What follows belongs to an exercise in optimizing a design on an open flow for small area, a short achievable clock period and few clock cycles; a production flow would make more cautious choices.
In this exercise RTL edits were held to simulation tests only and were not proved equivalent to the original.
Power is estimated from default activity; no workload was simulated.

Setup of run 1:
Design top_v1b, start of the top module:
module top_v1b (
    input clk,
    input rst,
    input wr,
    input [2:0] address,
    input [7:0] wdata,
    output [7:0] rdata,
    output busy
);
Size: roughly 110 flip-flops, ~23 I/O pins, about 11000 µm² of cells after synthesis.
clock: 8.0 ns
lec_check: 0
abc_area: 1
cap_margin: 20
core_margin: 2
core_utilization: 40
place_density: 0.6
setup_slack_margin: 3.5
slew_margin: 20
run.sh (not shown) runs the stock make flow with config.mk's settings and CLKGATE_MAP_FILE= SYNTH_SCRIPT=/design/flow/synth_recipe.tcl, a recipe that flattens the netlist after the stock synthesis.
Testbench counts of run 1, summed over its fixed seeds: cycles 157,093.
Edits applied to the flow inputs when going from run 1 to run 2:
diff --git a/flow/config.mk b/flow/config.mk
--- a/flow/config.mk
+++ b/flow/config.mk
@@ -9,6 +9,6 @@
 export CAP_MARGIN = 20
 export CORE_MARGIN = 2
-export CORE_UTILIZATION = 40
-export PLACE_DENSITY = 0.6
-export SETUP_SLACK_MARGIN = 3.5
+export CORE_UTILIZATION = 55
+export PLACE_DENSITY = 0.75
+export SETUP_SLACK_MARGIN = 3.4
 export SLEW_MARGIN = 20
--- outcome ---
Run 1 → run 2: combinational power decreased about 5%, multi-input logic area decreased 2.9%.
When the final numbers for run 2 and run 1 were put side by side, the met3 layer usage reported by global route turned out to be greater in run 2.
Looking at final worst-path setup slack, run 2 sits 0.0045 ns below run 1.
Die area (run 2 over run 1): decrease, about 27%
The run showing the greater portion of total power attributed to the clock network is run 1.
In the flow results for run 2 and run 1, the largest net degree at the start of global routing is larger on run 2.
Diff run 1 -> run 2 | share of total power consumed by net switching | decrease of 0.32 points
Run 2 vs run 1, capturing instance or port of the critical path: Ax[5]$_DFFE_PP_ vs X[23]$_DFFE_PP_
Run 2 vs run 1: non-clock buffer instance count of the final layout down by more than 10%
The inputs of run 3 differ from those of run 2 as listed below.
==> flow/flow/run.sh (new file) <==
#!/bin/bash
# The standard layout, with two changes to how it is made:
#  - ports are buffered with buf_4 instead of the delay buffer buffer_ports picks;
#  - timing repair may resize cells across footprints.
# The make output (every ORFS step, plus ORFS's own per-step logs under orfs/logs)
# goes to flow_make.log in this folder.
set -euo pipefail
bash standard.sh MATCH_CELL_FOOTPRINT=0 "BUFFER_PORTS_ARGS=-buffer_cell sky130_fd_sc_hd__buf_4" finish > flow_make.log 2>&1
==> flow/standard.sh (new file) <==
#!/bin/bash
# synth_recipe.tcl (not shown) runs the flow's synth.tcl, then flattens the netlist and writes it again
# the make line also repeats each setting of config.mk as NAME=value (left out here)
make -C /OpenROAD-flow-scripts/flow DESIGN_CONFIG=/design/flow/config.mk WORK_HOME=/design/flow/orfs CLKGATE_MAP_FILE= SYNTH_SCRIPT=/design/flow/synth_recipe.tcl "${@:-finish}"
diff --git a/flow/config.mk b/flow/config.mk
--- a/flow/config.mk
+++ b/flow/config.mk
@@ -9,6 +9,7 @@
 export CAP_MARGIN = 20
 export CORE_MARGIN = 2
-export CORE_UTILIZATION = 55
-export PLACE_DENSITY = 0.75
+export CORE_UTILIZATION = 40
+export PLACE_DENSITY = 0.6
 export SETUP_SLACK_MARGIN = 3.4
 export SLEW_MARGIN = 20
+export TNS_END_PERCENT = 20
removed: flow/run.sh
- Run 2 was routed with more vias than run 3.
- Final weighted congestion of routability-driven global placement shrinks by a little under 10% when moving from run 2 to run 3.
- Setup slack of the critical path after layout came out higher on run 3 than on run 2.
- Going from run 2 to run 3, the sequential share of layout area was found to have gone up by 0.44 points.
Input-level comparison between run 4 and run 3:
diff --git a/flow/config.mk b/flow/config.mk
--- a/flow/config.mk
+++ b/flow/config.mk
@@ -11,5 +11,5 @@
 export CORE_UTILIZATION = 40
 export PLACE_DENSITY = 0.6
-export SETUP_SLACK_MARGIN = 3.4
+export SETUP_SLACK_MARGIN = 3.5
 export SLEW_MARGIN = 20
-export TNS_END_PERCENT = 20
+export TNS_END_PERCENT = 10
==> comparison <==
Status | run 4 and run 3 | clean
From run 3 to run 4 the numbers moved as follows: fraction of met3 tracks used by global routing barely changed, multi-input combinational cell area climbed about 2.2%, cell depth of the worst setup path dropped about 7%, post-layout minimum cycle time dropped 0.045 ns, total power climbed 0.065 mW.
Comparing run 3 with run 4, the area fraction of clock buffers and clock inverters came out essentially unchanged.
On routed wire length, run 4 does worse than run 3.
Between run 3 and run 4, post-cts resize count increased.
Re flip-flop and latch count: no difference whatsoever between run 3 and run 4.
Diff run 3 -> run 4 | non-clock buffer instance count of the final layout | up by more than 10%
Run 4: period utilization is 0.56 points lower than what run 3 reported.
Edits applied to the flow inputs when going from run 4 to run 5:
==> flow/run.sh (new file) <==
#!/bin/bash
# synth_recipe.tcl (not shown) runs the flow's synth.tcl, then flattens the netlist and writes it again
# the make line also repeats each setting of config.mk as NAME=value (left out here)
make -C /OpenROAD-flow-scripts/flow DESIGN_CONFIG=/design/flow/config.mk WORK_HOME=/design/flow/orfs CLKGATE_MAP_FILE= SYNTH_SCRIPT=/design/flow/synth_recipe.tcl finish
diff --git a/flow/config.mk b/flow/config.mk
--- a/flow/config.mk
+++ b/flow/config.mk
@@ -11,5 +11,4 @@
 export CORE_UTILIZATION = 40
 export PLACE_DENSITY = 0.6
-export SETUP_SLACK_MARGIN = 3.5
+export SETUP_SLACK_MARGIN = 3.6
 export SLEW_MARGIN = 20
-export TNS_END_PERCENT = 10
removed: flow/flow/run.sh
removed: flow/standard.sh
==> comparison <==
Run 5 was carried through to the last stage, and its layout satisfied the timing, DRC and antenna checks.
Of run 5 and run 4, the run reporting the higher critical path depth was run 4.
On global placer's final weighted congestion: between run 5 and run 4, it ends up lower for run 4.
Summary — violation count after the first detailed-routing iteration, run 5 relative to run 4: higher, by about 11%.
Run 5 gives less hold slack than run 4 did.
Against run 4, run 5 reports a layout cell share with drive strength beyond 1 that is higher.
Relative to run 4, the final cell area reported for run 5 is higher.
Run 5 — minimum clock period after layout 0.010 ns higher, run 4 as reference
Final cell count (higher): run 5
Compared with run 4, run 5 shows a final total power that is 13% higher.
Between run 4 and run 5, logic gate share of total power increased.
Comparing sequential share of layout area for run 5 and run 4, the bigger number came from run 4.
Edits applied to the flow inputs when going from run 5 to run 6:
==> flow/flow/run.sh (new file) <==
#!/bin/bash
# The standard layout, with two changes to how it is made:
#  - ports are buffered with buf_4 instead of the delay buffer buffer_ports picks;
#  - timing repair may resize cells across footprints.
# The make output (every ORFS step, plus ORFS's own per-step logs under orfs/logs)
# goes to flow_make.log in this folder.
set -euo pipefail
bash standard.sh MATCH_CELL_FOOTPRINT=0 "BUFFER_PORTS_ARGS=-buffer_cell sky130_fd_sc_hd__buf_4" finish > flow_make.log 2>&1
==> flow/standard.sh (new file) <==
#!/bin/bash
# synth_recipe.tcl (not shown) runs the flow's synth.tcl, then flattens the netlist and writes it again
# the make line also repeats each setting of config.mk as NAME=value (left out here)
make -C /OpenROAD-flow-scripts/flow DESIGN_CONFIG=/design/flow/config.mk WORK_HOME=/design/flow/orfs CLKGATE_MAP_FILE= SYNTH_SCRIPT=/design/flow/synth_recipe.tcl "${@:-finish}"
diff --git a/flow/config.mk b/flow/config.mk
--- a/flow/config.mk
+++ b/flow/config.mk
@@ -7,8 +7,8 @@
 export LEC_CHECK = 0
 export ABC_AREA = 1
-export CAP_MARGIN = 20
+export CAP_MARGIN = 5
 export CORE_MARGIN = 2
 export CORE_UTILIZATION = 40
 export PLACE_DENSITY = 0.6
-export SETUP_SLACK_MARGIN = 3.6
-export SLEW_MARGIN = 20
+export SETUP_SLACK_MARGIN = 3.4
+export SLEW_MARGIN = 5
removed: flow/run.sh
Findings:
Every run (run 6 and run 5) finished clean.
Diff run 5 -> run 6 | average wire per standard cell | decrease of about 5%
As of run 6, wire length on met3 had fallen by more than 10% compared to run 5.
Run 6 reports a lower sum of net half-perimeters after detailed placement than run 5 does.
Wire length of the first global-routing pass in run 6 is about 3.4% below run 5.
Changes observed in run 6 relative to run 5: wire length reported by the detailed router shrank by 8.0%; cell area now sits lower.

-- port drivers added, routing unchanged --
No port has a modelled driver above. Below, the same layouts with a new extraction and two added sets of constraints. Step 1 sets driving cells, clkbuf_16 on the clock port and buf_2 on the other inputs (assumed; they add their load-dependent delay and slew). Step 2 also shifts input and output timing later by t, the mid clock arrival at the registers, as if the neighbouring blocks saw the same clock. a / b / c = ideal ports / drivers / drivers and shift; a / b = the first two.
run | shift t [ns] | setup slack, ns | worst setup path after step 2
run 1 | 0.436 | 3.476 / 3.476 / 3.359 | input to register
run 2 | 0.415 | 3.472 / 3.462 / 3.279 | input to register
run 3 | 0.424 | 3.487 / 3.487 / 3.487 | register to register
run 4 | 0.425 | 3.532 / 3.532 / 3.532 | register to register
run 5 | 0.433 | 3.522 / 3.522 / 3.357 | input to register
run 6 | 0.423 | 3.522 / 3.491 / 3.491 | input to output
After both steps every run listed still meets setup and hold. For run 2, which loses most, drivers alone change the setup slack by -0.010 ns; drivers and shift together by -0.193 ns.
